What follows belongs to an exercise in optimizing a design on an open flow for a short achievable clock period and few clock cycles; a production flow would make more cautious choices.
In this exercise RTL edits were held to simulation tests only and were not proved equivalent to the original.
Power is estimated from default activity; no workload was simulated.

**flow/run.sh**
```bash
#!/bin/bash
# synth_recipe.tcl (not shown) runs the flow's synth.tcl, then flattens the netlist and writes it again
# the make line also repeats each setting of config.mk as NAME=value (left out here)
make -C /OpenROAD-flow-scripts/flow DESIGN_CONFIG=/design/flow/config.mk WORK_HOME=/design/flow/orfs CLKGATE_MAP_FILE= SYNTH_SCRIPT=/design/flow/synth_recipe.tcl finish
```
**flow/config.mk**
```make
export PLATFORM = sky130hd
export DESIGN_NAME = cpu
export DESIGN_NICKNAME = cpu
export VERILOG_FILES = /design/flow/design.v
export SDC_FILE = /design/flow/constraint.sdc
export NUM_CORES = 4
export LEC_CHECK = 0
export ABC_CLOCK_PERIOD_IN_PS = 2000
export CAP_MARGIN = 20
export CORE_MARGIN = 2
export CORE_UTILIZATION = 30
export SETUP_SLACK_MARGIN = 4
export SLEW_MARGIN = 20
```
**flow/constraint.sdc**
```tcl
create_clock -name core_clock -period 6.0 [get_ports {clock}]
set_input_delay 1.2000 -clock core_clock [delete_from_list [all_inputs] [get_ports {clock}]]
set_output_delay 1.2000 -clock core_clock [all_outputs]
set_load 0.01 [all_outputs]
```
**flow/design.v**
```verilog
`timescale 1ns / 10ps
module cpu(clock, reset, imem_addr, imem_rdata, dmem_addr, dmem_we, dmem_wdata, dmem_rdata);
	input clock;
	input reset;
	output[11:0] imem_addr;
	input[15:0] imem_rdata;
	output[10:0] dmem_addr;
	output dmem_we;
	output[15:0] dmem_wdata;
	input[15:0] dmem_rdata;
	integer k;
	reg [10:0] pc;           
	reg [15:0] ir;
	reg        ir_v;         
	reg        x_add, x_sub, x_and, x_or, x_not, x_shl, x_shr;
	reg        x_ld, x_st, x_br;
	reg [1:0]  x_cond;
	reg [5:0]  x_imm;
	reg [2:0]  x_rd;         
	reg        x_alu;        
	reg        x_sh;         
	reg        x_ldw;        
	reg [7:0]  x_alo, x_blo, x_ahi, x_bhi;
	reg        x_fa1, x_fb1;  
	reg        x_fa2, x_fb2;  
	reg [15:0] x_sd;
	reg        x_sf1, x_sf2;  
	reg        x_pred;
	reg [10:0] x_base;       
	reg [10:0] x_tgt;        
	reg        x_kill;       
	reg        y_add, y_sub, y_and, y_or, y_not, y_shl, y_shr;
	reg        y_ld, y_st, y_br;
	reg        y_c0, y_c1, y_c2;  
	reg        y_zlo;        
	reg [5:0]  y_imm;
	reg [2:0]  y_rd;
	reg [7:1]  y_wo;         
	reg        y_alu, y_sh, y_ldw;
	reg [7:0]  y_lo;         
	reg        y_c, y_bc;    
	reg [7:0]  y_alo, y_blo, y_ahi, y_bhi;
	reg [10:0] y_addr;
	reg [15:0] y_sd;
	reg        y_pred;
	reg        y_late;       
	reg [10:0] y_base;
	reg [10:0] y_tgt;        
	reg [7:1]  w_wo;
	reg [15:0] w_val;
	reg [15:0] rf [1:7];
	wire [3:0] op  = ir[15:12];
	wire [2:0] f_rd  = ir[11:9];
	wire [2:0] f_rs1 = ir[8:6];
	wire [2:0] f_rs2 = ir[5:3];
	wire [3:0] f_op = imem_rdata[15:12];
	wire f_rr  = (f_op >= 4'd1) && (f_op <= 4'd8);
	wire f_inv = (f_op == 4'd0) || (f_op >= 4'd13) ||
		(f_op == 4'd12 && (imem_rdata[11] || (imem_rdata[10] && imem_rdata[9]))) ||
		(f_rr && (imem_rdata[2:0] != 3'b0));
	reg pd_rr, pd_addi, pd_ld, pd_st, pd_br, pd_inv, pd_sh, pd_use1, pd_use2;
	reg pd_add, pd_sub, pd_and, pd_or, pd_not, pd_shl, pd_shr;
	wire rr     = ir_v && pd_rr;           
	wire d_addi = ir_v && pd_addi;
	wire d_ld   = ir_v && pd_ld;
	wire d_st   = ir_v && pd_st;
	wire d_inv  = ir_v && pd_inv;
	wire d_br   = ir_v && pd_br;
	wire d_sh   = ir_v && pd_sh;
	wire d_wr   = rr || d_addi || d_ld;             
	wire use1   = ir_v && pd_use1;
	wire use2   = ir_v && pd_use2;
	wire [15:0] imm = {{10{ir[5]}}, ir[5:0]};
	wire d_pred = d_br && (ir[5] || (f_rs1 == 3'd0 && ir[10:9] != 2'd1));
	wire x_w = x_rd != 3'd0 && !x_kill;
	wire y_w = y_rd != 3'd0;
	wire p1_1 = x_w && f_rs1 == x_rd;
	wire p1_2 = x_w && f_rs2 == x_rd;
	wire p1_3 = x_w && f_rd  == x_rd;
	wire p2_1 = !p1_1 && y_w && f_rs1 == y_rd;
	wire p2_2 = !p1_2 && y_w && f_rs2 == y_rd;
	wire p2_3 = !p1_3 && y_w && f_rd  == y_rd;
	reg stall_r;
	wire stall = stall_r;
	wire d_wsh = d_sh && f_rd != 3'd0;           
	wire d_wld = d_ld && f_rd != 3'd0;           
	wire d_wany = d_wr && f_rd != 3'd0;
	wire f_mem  = f_op == 4'd10 || f_op == 4'd11;
	wire f_u1   = (f_op >= 4'd1) && (f_op <= 4'd12);
	wire f_u2   = f_rr && (f_op != 4'd5);
	wire f_h1   = imem_rdata[8:6] == f_rd;
	wire f_h2   = imem_rdata[5:3] == f_rd;
	wire stall_next = (f_u1 && f_h1 && (d_wsh || d_wld || (f_mem && d_wany))) ||
	                  (f_u2 && f_h2 && (d_wsh || d_wld));
	wire [8:0] sum_lo  = {1'b0, x_alo} + {1'b0, x_blo};
	wire [8:0] diff_lo = {1'b0, x_alo} + {1'b0, ~x_blo} + 9'd1;
	wire [7:0] log_lo  = ({8{x_and}} & (x_alo & x_blo)) |
	                     ({8{x_or}}  & (x_alo | x_blo)) |
	                     ({8{x_not}} & ~x_alo);
	wire [7:0] res_lo  = ({8{x_add}} & sum_lo[7:0]) | ({8{x_sub}} & diff_lo[7:0]) | log_lo;
	wire [2:0] ah0 = x_ahi[2:0] + x_bhi[2:0];
	wire [2:0] ah1 = {ah0[2] ^ (ah0[1] & ah0[0]), ah0[1] ^ ah0[0], ~ah0[0]};
	wire [2:0] addr_hi = sum_lo[8] ? ah1 : ah0;
	wire [15:0] ya = {y_ahi, y_alo};
	wire [15:0] yb = {y_bhi, y_blo};
	wire [7:0] sum_hi  = y_ahi + y_bhi + {7'b0, y_c};
	wire [7:0] diff_hi = y_ahi + ~y_bhi + {7'b0, y_bc};
	wire [7:0] log_hi  = ({8{y_and}} & (y_ahi & y_bhi)) |
	                     ({8{y_or}}  & (y_ahi | y_bhi)) |
	                     ({8{y_not}} & ~y_ahi);
	wire [7:0] res_hi  = ({8{y_add}} & sum_hi) | ({8{y_sub}} & diff_hi) | log_hi;
	wire        big = |y_bhi | |y_blo[7:4];
	wire [15:0] shl = big ? 16'd0 : (ya << y_blo[3:0]);
	wire [15:0] shr = big ? 16'd0 : (ya >> y_blo[3:0]);
	wire [15:0] shres = ({16{y_shl}} & shl) | ({16{y_shr}} & shr);
	wire [15:0] wb = ({16{y_alu}} & {res_hi, y_lo}) | ({16{y_sh}} & shres) |
	                 ({16{y_ldw}} & dmem_rdata);
	wire a_zero = y_zlo && y_ahi == 8'd0;
	wire a_neg  = y_ahi[7];
	wire tk1 = y_br && (y_c0 || y_c2);                       
	wire tk0 = y_br && ((y_c1 && !a_neg) || (y_c2 && a_neg));  
	reg [10:0] y_fall;
	always @* begin
		y_fall[0] = ~y_base[0];
		for (k = 1; k < 11; k = k + 1)
			y_fall[k] = y_base[k] ^ (&(y_base | ~((11'd1 << k) - 11'd1)));
	end
	wire [10:0] x_off = {{5{x_imm[5]}}, x_imm};
	wire [10:0] lt_t;
	ks_add11 lt_u(.a(y_tgt), .b(x_off), .s(lt_t));
	wire [10:0] lt_f = y_base + x_off + 11'd1;
	wire [10:0] nx1 = tk1 ? y_tgt : y_fall;
	wire [10:0] nx0 = tk0 ? y_tgt : y_fall;
	wire rd1 = y_br && (y_late || (tk1 != y_pred));
	wire rd0 = y_br && (y_late || (tk0 != y_pred));
	wire redirect = a_zero ? rd1 : rd0;
	wire squash   = redirect && !y_late;
	assign dmem_addr  = y_addr;
	assign dmem_we    = y_st;
	assign dmem_wdata = y_sd;
	reg [10:0] pc_inc;
	always @* begin
		pc_inc[0] = ~pc[0];
		for (k = 1; k < 11; k = k + 1)
			pc_inc[k] = pc[k] ^ (&(pc | ~((11'd1 << k) - 11'd1)));
	end
	wire [10:0] d_tgt = pc + {{5{ir[5]}}, ir[5:0]};
	wire [10:0] pc_norm = (stall || d_inv) ? pc : d_pred ? d_tgt : pc_inc;
	wire [10:0] pc_next = a_zero ? (rd1 ? nx1 : pc_norm) : (rd0 ? nx0 : pc_norm);
	assign imem_addr = {pc, 1'b0};
	wire [15:0] rv [0:7];
	assign rv[0] = 16'd0;
	genvar g;
	generate for (g = 1; g < 8; g = g + 1) begin : rvg
		assign rv[g] = w_wo[g] ? w_val : rf[g];
	end endgenerate
	wire [15:0] r1 = rv[f_rs1];
	wire [15:0] r2 = rv[f_rs2];
	wire [15:0] r3 = rv[f_rd];
	wire y_alu_lo = y_alu;       
	wire [7:0] a_lo =
		({8{p1_1 & x_add}} & sum_lo[7:0]) | ({8{p1_1 & x_sub}} & diff_lo[7:0]) |
		({8{p1_1 & (x_and | x_or | x_not)}} & log_lo) |
		({8{p2_1 & y_alu_lo}} & y_lo) | ({8{p2_1 & y_sh}} & shres[7:0]) |
		({8{p2_1 & y_ldw}} & dmem_rdata[7:0]) |
		({8{~p1_1 & ~p2_1}} & r1[7:0]);
	wire [7:0] b_lo =
		({8{rr & p1_2 & x_add}} & sum_lo[7:0]) | ({8{rr & p1_2 & x_sub}} & diff_lo[7:0]) |
		({8{rr & p1_2 & (x_and | x_or | x_not)}} & log_lo) |
		({8{rr & p2_2 & y_alu_lo}} & y_lo) | ({8{rr & p2_2 & y_sh}} & shres[7:0]) |
		({8{rr & p2_2 & y_ldw}} & dmem_rdata[7:0]) |
		({8{rr & ~p1_2 & ~p2_2}} & r2[7:0]) |
		({8{~rr}} & imm[7:0]);
	wire [2:0] y_hi3 = ({3{y_alu}} & res_hi[2:0]) | ({3{y_sh}} & shres[10:8]) |
	                   ({3{y_ldw}} & dmem_rdata[10:8]);
	wire [7:0] a_hi = {r1[15:11], p2_1 ? y_hi3 : r1[10:8]};
	wire [7:0] b_hi = rr ? r2[15:8] : imm[15:8];
	wire y_log = y_and | y_or | y_not;
	always @(posedge clock) begin
		if (reset) begin
			pc <= 11'd0;
			ir <= 16'h0000;      
			pd_rr <= 1'b0; pd_addi <= 1'b0; pd_ld <= 1'b0; pd_st <= 1'b0; pd_br <= 1'b0;
			pd_inv <= 1'b1; pd_sh <= 1'b0; pd_use1 <= 1'b0; pd_use2 <= 1'b0;
			pd_add <= 1'b0; pd_sub <= 1'b0; pd_and <= 1'b0; pd_or <= 1'b0;
			pd_not <= 1'b0; pd_shl <= 1'b0; pd_shr <= 1'b0;
			stall_r <= 1'b0;
			ir_v <= 1'b1;
			x_add <= 1'b0; x_sub <= 1'b0; x_and <= 1'b0; x_or <= 1'b0;
			x_not <= 1'b0; x_shl <= 1'b0; x_shr <= 1'b0;
			x_ld <= 1'b0; x_st <= 1'b0; x_br <= 1'b0;
			x_rd <= 3'd0; x_alu <= 1'b0; x_sh <= 1'b0; x_ldw <= 1'b0; x_kill <= 1'b0;
			y_add <= 1'b0; y_sub <= 1'b0; y_and <= 1'b0; y_or <= 1'b0;
			y_not <= 1'b0; y_shl <= 1'b0; y_shr <= 1'b0;
			y_ld <= 1'b0; y_st <= 1'b0; y_br <= 1'b0;
			y_rd <= 3'd0; y_wo <= 7'd0; y_alu <= 1'b0; y_sh <= 1'b0; y_ldw <= 1'b0;
			w_wo <= 7'd0;
		end else begin
			pc <= pc_next;
			if (!stall) begin
				ir <= imem_rdata;
				pd_rr   <= f_rr;
				pd_addi <= f_op == 4'd9;
				pd_ld   <= f_op == 4'd10;
				pd_st   <= f_op == 4'd11;
				pd_br   <= f_op == 4'd12 && !f_inv;
				pd_inv  <= f_inv;
				pd_sh   <= (f_op >= 4'd6) && (f_op <= 4'd8);
				pd_use1 <= (f_op >= 4'd1) && (f_op <= 4'd12);
				pd_use2 <= f_rr && (f_op != 4'd5);
				pd_add  <= f_op == 4'd1 || f_op == 4'd9 || f_op == 4'd10 || f_op == 4'd11;
				pd_sub  <= f_op == 4'd2;
				pd_and  <= f_op == 4'd3;
				pd_or   <= f_op == 4'd4;
				pd_not  <= f_op == 4'd5;
				pd_shl  <= f_op == 4'd6;
				pd_shr  <= f_op == 4'd7 || f_op == 4'd8;
			end
			if (squash)
				ir_v <= 1'b0;
			else if (!stall)
				ir_v <= 1'b1;
			x_kill <= squash;
			stall_r <= !stall && !squash && stall_next;
			if (stall) begin
				x_add <= 1'b0; x_sub <= 1'b0; x_and <= 1'b0; x_or <= 1'b0;
				x_not <= 1'b0; x_shl <= 1'b0; x_shr <= 1'b0;
				x_ld <= 1'b0; x_st <= 1'b0; x_br <= 1'b0;
				x_rd <= 3'd0; x_alu <= 1'b0; x_sh <= 1'b0; x_ldw <= 1'b0;
			end else begin
				x_add <= ir_v && pd_add;
				x_sub <= ir_v && pd_sub;
				x_and <= ir_v && pd_and;
				x_or  <= ir_v && pd_or;
				x_not <= ir_v && pd_not;
				x_shl <= ir_v && pd_shl;
				x_shr <= ir_v && pd_shr;
				x_ld  <= d_ld;
				x_st  <= d_st;
				x_br  <= d_br;
				x_rd  <= d_wr ? f_rd : 3'd0;
				x_alu <= d_wr && !d_ld && !d_sh && f_rd != 3'd0;
				x_sh  <= d_sh && f_rd != 3'd0;
				x_ldw <= d_ld && f_rd != 3'd0;
			end
			y_add <= x_add; y_sub <= x_sub; y_and <= x_and; y_or <= x_or;
			y_not <= x_not; y_shl <= x_shl; y_shr <= x_shr;
			y_ld <= x_ld && !x_kill; y_st <= x_st && !x_kill; y_br <= x_br && !x_kill;
			y_rd <= x_kill ? 3'd0 : x_rd;
			y_wo <= x_kill ? 7'd0 : (8'd1 << x_rd) >> 1;
			y_alu <= x_alu && !x_kill; y_sh <= x_sh && !x_kill; y_ldw <= x_ldw && !x_kill;
			w_wo <= y_wo;
			for (k = 1; k < 8; k = k + 1)
				if (w_wo[k])
					rf[k] <= w_val;
		end
		x_cond <= ir[10:9];
		x_imm  <= ir[5:0];
		x_alo  <= a_lo;
		x_blo  <= b_lo;
		x_ahi  <= a_hi;
		x_bhi  <= b_hi;
		x_fa1  <= p1_1;
		x_fb1  <= rr && p1_2;
		x_sd   <= r3;
		x_sf1  <= p1_3;
		x_sf2  <= p2_3;
		x_fa2  <= p2_1;
		x_fb2  <= rr && p2_2;
		x_pred <= d_pred;
		x_base <= pc;
		x_tgt  <= d_tgt;
		y_c0   <= x_cond == 2'd0;
		y_c1   <= x_cond == 2'd1;
		y_c2   <= x_cond[1];
		y_zlo  <= x_alo == 8'd0;
		y_imm  <= x_imm;
		y_lo   <= res_lo;
		y_c    <= sum_lo[8];
		y_bc   <= diff_lo[8];
		y_alo  <= x_alo;
		y_blo  <= x_blo;
		y_ahi  <= ({8{x_fa1 & y_add}} & sum_hi) | ({8{x_fa1 & y_sub}} & diff_hi) |
		          ({8{x_fa1 & y_log}} & log_hi) | ({8{x_fa2}} & w_val[15:8]) |
		          ({8{~x_fa1 & ~x_fa2}} & x_ahi);
		y_bhi  <= ({8{x_fb1 & y_add}} & sum_hi) | ({8{x_fb1 & y_sub}} & diff_hi) |
		          ({8{x_fb1 & y_log}} & log_hi) | ({8{x_fb2}} & w_val[15:8]) |
		          ({8{~x_fb1 & ~x_fb2}} & x_bhi);
		y_addr <= {addr_hi, sum_lo[7:0]};
		y_sd[15:8] <= ({8{x_sf1 & y_alu & y_add}} & sum_hi) | ({8{x_sf1 & y_alu & y_sub}} & diff_hi) |
		              ({8{x_sf1 & y_alu & y_log}} & log_hi) | ({8{x_sf1 & y_sh}} & shres[15:8]) |
		              ({8{x_sf1 & y_ldw}} & dmem_rdata[15:8]) | ({8{x_sf2}} & w_val[15:8]) |
		              ({8{~x_sf1 & ~x_sf2}} & x_sd[15:8]);
		y_sd[7:0]  <= ({8{x_sf1 & y_alu}} & y_lo) | ({8{x_sf1 & y_sh}} & shres[7:0]) |
		              ({8{x_sf1 & y_ldw}} & dmem_rdata[7:0]) | ({8{x_sf2}} & w_val[7:0]) |
		              ({8{~x_sf1 & ~x_sf2}} & x_sd[7:0]);
		y_pred <= x_pred;
		y_late <= redirect;
		y_base <= a_zero ? (rd1 ? nx1 : x_base) : (rd0 ? nx0 : x_base);
		y_tgt  <= a_zero ? (rd1 ? (tk1 ? lt_t : lt_f) : x_tgt) : (rd0 ? (tk0 ? lt_t : lt_f) : x_tgt);
		w_val  <= wb;
	end
endmodule
module ks_add11(a, b, s);
	input [10:0] a, b;
	output [10:0] s;
	wire [10:0] p = a ^ b;
	wire [10:0] g0 = a & b;
	wire [10:0] t0 = a | b;
	wire [10:0] g1, t1, g2, t2, g3, t3, g4;
	genvar i;
	generate for (i = 0; i < 11; i = i + 1) begin : pre
		if (i >= 1) begin : l1
			assign g1[i] = g0[i] | (t0[i] & g0[i-1]);
			assign t1[i] = t0[i] & t0[i-1];
		end else begin : l1c
			assign g1[i] = g0[i];
			assign t1[i] = t0[i];
		end
		if (i >= 2) begin : l2
			assign g2[i] = g1[i] | (t1[i] & g1[i-2]);
			assign t2[i] = t1[i] & t1[i-2];
		end else begin : l2c
			assign g2[i] = g1[i];
			assign t2[i] = t1[i];
		end
		if (i >= 4) begin : l3
			assign g3[i] = g2[i] | (t2[i] & g2[i-4]);
			assign t3[i] = t2[i] & t2[i-4];
		end else begin : l3c
			assign g3[i] = g2[i];
			assign t3[i] = t2[i];
		end
		if (i >= 8) begin : l4
			assign g4[i] = g3[i] | (t3[i] & g3[i-8]);
		end else begin : l4c
			assign g4[i] = g3[i];
		end
	end endgenerate
	assign s = p ^ {g4[9:0], 1'b0};
endmodule
```
==> summary.md <==
| Metric | Value |
|---|---|
| Status | `no timing/DRC/antenna violations` |
| Leakage power total | `11.4 nW` |
| Period Utilization, post-route | `between 40% and 50%` |
| CP endpoint kind | `flop` |
| TritonCTS clock tree | `done` |
| Share of cells above drive strength 1 | `between 30 and 40%` |
| R2R cell count | `10` |
| Setup_tns | `0 ps` |
| Fillers | `6725` |
| Num Clock Sinks | `394` |
| Initial DRC Count | `1920` |
| Worst-path maximum fanout | `4` |
| Worst Hold Path Cells | `0` |
| Cell Area, Placed | `between 20000 and 25000 um2` |
| Inserted Clock Buffers | `44` |
| Fmax | `0.401 GHz` |
| Power share of the combinational group | `21.9%` |
| Reg2reg end | `x_alo[6]` |
| Critical Path End | `x_alo[6]` |
| Final Critical Period | `2500 ps` |
| Core area | `72700 um2` |
| Initial antenna violation count | `9` |
| Total power draw | `7.63 mW` |
| Syn Area/Cell | `9.66 um2` |
| Fin nets | `around 2600` |
| I/O Buffers | `72` |
| Final antenna-violating net count | `0` |
| DR WL/cell | `between 20 and 25 um` |
| Yosys cell types | `81` |
| Design area | `29400 um2` |
| Async set-reset flop share out of synthesis | `0%` |
| Synth Register Bits | `394` |
| Reg-to-reg slack, setup | `3500 ps` |
| Worst setup path startpoint | `x_alo[0]` |
| Final setup violating endpoints | `0` |
| Clock Skew | `slightly above 50 ps` |
| Clk root buf | `clkbuf_16` |
| Relative slew slack | `30.7%` |
| Remaining DRCs | `0` |
| Worst hold path class | `reg -> reg` |
| CP required | `6470 ps` |
| Int Pwr | `roughly 5.4 mW` |
| Row cnt | `99` |
| Mapped cell area | `22000 um2` |
| Pwr Density | `260 nW/um2` |
| Synth Instances | `2275` |
| Dpl hpwl | `50400 um` |
| Crit start category | `flop` |
| Vias per cell | `5.62` |
| Critical setup path kind | `reg -> reg` |
| Reg clk slew, reported paths | `~70 ps` |
| Commonest non-fill, non-tap cell in the layout | `dfxtp_1` |
| Vias in the first global route | `about 19000` |
| First-pass GRT wire length | `118000 um` |
| Worst-Margin Slew | `1040 ps` |
| 1st-pass router iterations | `9` |
| Gpl congestion | `0.928` |
| Clk network pwr share | `37.3%` |
| CTS HTree Levels | `2` |
| Syn. warnings | `2` |
| Max Buffers Root-to-Sink | `3` |
| Worst VDD drop | `0.192 mV` |
| Global route total overflow | `0` |
| Syn-to-layout area delta | `33.6%` |
| Maxcap violations | `0` |
| Final hold vios | `0` |
| Ys flop type | `dfxtp_1` |
| Post-CTS Hold Fix Bufs | `0` |
| Die H | `275 um` |
| Switching Share | `29.6%` |
| IO Pins | `74` |
| Post-synthesis sequential area ratio | `about two fifths` |
| Worst flop-to-flop path startpoint | `x_alo[0]` |
| Routed vias | `19513` |
| Flop pwr share | `40.9%` |
| Post-synth EDFFs | `112` |
| Clock latency (worst-skew pair) | `610 ps` |
| Commonest cells after routing, fill and taps aside | `dfxtp_1, nand2_1, buf_4` |
| Routed wire length | `79100 um` |
| Die W | `~270 um` |
| GRT Overall Usage | `between 20 and 25%` |
| Arr. time, crit path | `around 3000 ps` |
| Psw | `between 2 and 2.5 mW` |
| RSZ-0062 raised after global routing | `yes` |
| Syn Nets | `~2400` |
| Full die area | `75400 um2` |
| Fin. max-slew vios | `0` |
| Largest net degree at the start of global routing | `61` |
| Initial Util | `between 30% and 40%` |
worst max-delay path, cell delays in order (launching register included):
cell and delay [ps]:
dfxtp_4 390, inv_4 50, ha_4 160, fa_2 380, o21bai_4 160, a21oi_4 90, o311a_1 300, a211oi_2 190
a21o_1 240, nand2_1 100, a221o_1 300
cell usage after synthesis (all sizes together) (4+ instances only):
cell / n / area [um2]
a22oi: 52 / 390
o22ai: 30 / 188
a2bb2oi: 10 / 87.6
and2: 17 / 106
o21bai: 10 / 75.1
nand2b: 37 / 231
o311ai: 4 / 35.0
a211oi: 19 / 143
or2: 7 / 43.8
dfxtp: 282 / 5650
nor2b: 35 / 219
or4: 4 / 30.0
edfxtp: 112 / 3360
o21ai: 143 / 719
xnor2: 39 / 342
nand3: 24 / 120
inv: 162 / 608
mux2: 66 / 743
o31ai: 5 / 37.5
a221oi: 23 / 201
o221ai: 20 / 175
nor4: 11 / 68.8
and3: 22 / 138
mux4: 53 / 1220
a222oi: 10 / 100
a21oi: 128 / 641
a31oi: 10 / 62.6
o211ai: 41 / 308
a21o: 26 / 195
nor3: 29 / 145
a221o: 29 / 290
nand2: 182 / 683
ha: 96 / 1200
nand4: 7 / 43.8
fa: 10 / 200
a21boi: 6 / 45.0
xor2: 30 / 263
nor3b: 9 / 67.6
mux2i: 95 / 951
a22o: 18 / 158
clkbuf: 110 / 413
nor2: 147 / 552
buf: 50 / 246
a211o: 9 / 78.8
flip-flops by register name, summed over array words and instances (netlist names), 11 cells and up:
register,cells
rf,112
x_tgt,11
x_base,11
pc,11
ir,12
y_sd,16
y_base,11
x_sd,16
y_addr,11
w_val,16
y_tgt,11
final cells by class:
type                       count  area [um2]  area share (%)
tap                          959        1200            4.09
antenna                        3        7.51          0.0256
timing repair inverter         1        16.3          0.0554
clock inverter                18         218           0.741
inverter                     165         679            2.31
clock buffer                  64        1300            4.42
sequential                   394        9220            31.4
timing repair buffer         312        3230            11.0
multi-input combinational   1558       13500            45.9
cells by family after synthesis:
logic type | count (synthesis) | synth area share [%]
other | 1 | 0.0171
adders and majority gates | 106 | 6.38
AOI/OAI and AO/OA | 624 | 19.2
and+or+nand+nor | 542 | 11.5
buffers and inverters | 325 | 5.82
muxes | 214 | 13.3
DFF | 394 | 41.0
xor gates and xnor gates | 69 | 2.75
what timing repair did:
action                     in CTS  in global routing
pin swaps                     108                100
gates resized for setup       554                175
buffers inserted              148                 58
cloned                         10                  1
setup endpoints to repair     322                173
power by group through the flow:
stage	Sequential, mW	Combinational, mW	Clock (mW)
after floorplan	3.08	0.884	0
after global routing	3.13	1.79	2.99
after global placement	3.17	1.16	0
final	3.12	1.67	2.85
after detailed placement	3.18	1.18	0
after CTS	3.11	1.47	2.88
per-layer routing:
layer | vias to the layer above | track usage [%] | wire length [um]
met4 | 12 | 9.21 | 3690
met2 | 1067 | 32.2 | 36300
met5 | - | 0 | 67
met1 | 9469 | 26.5 | 32600
li1 | 8735 | - | -
met3 | 230 | 3.53 | 6490
through the flow:
| step | instances | util (%) | setup slack, ps | hold WS (ps) |
|---|---|---|---|---|
| finish | 3474 | 40.4 | 3500 | 339 |
| global route | 3472 | 40.4 | 3440 | 344 |
| CTS | 3412 | 38.7 | 3470 | 333 |
| detailed placement | 3172 | 32.8 | 2850 | 318 |
| global placement | 3172 | 32.8 | 2830 | 319 |
| floorplan | 2275 | - | 3680 | 310 |
worst min path at each step:
stage / from / end / slack, ps
2_1_floorplan: x_pred / y_pred / 310
3_3_place_gp: x_pred / y_pred / 320
3_5_place_dp: x_pred / y_pred / 320
4_1_cts: x_pred / y_pred / 330
5_1_grt: x_pred / y_pred / 340
6_report: x_pred / y_pred / 340
Testbench counts, summed over its fixed seeds: cycles 63,595.

==> re-timing with driven ports <==
Ports are ideal in the flow. The routed layout listed here was re-timed in OpenROAD.
Step 1 (the two cells are an assumption about what drives the block):
set clk [get_ports {clock}]
set_driving_cell -lib_cell sky130_fd_sc_hd__clkbuf_16 $clk
set_driving_cell -lib_cell sky130_fd_sc_hd__buf_2 [delete_from_list [all_inputs] $clk]
Step 2 adds t to the input delays and takes it off the output delays; t is the mean of the earliest and latest rising clock arrival at the registers after step 1. Input paths then give back, and output paths get back, about the clock's delay inside the block.
a / b / c = ideal / step 1 / step 2; a / b = the first two.
shift t [ns]: 0.650
setup WS [ns]: 3.504 / 3.504 / 3.140
hold slack, ns: 0.339 / 0.339 / 0.339
worst data-port slew with drivers (ns): 0.12
cell pins on the clock port's net: 1
After both steps this run still meets setup and hold. The setup slack of this run moves by 0.000 ns with the drivers and by -0.364 ns with both steps.
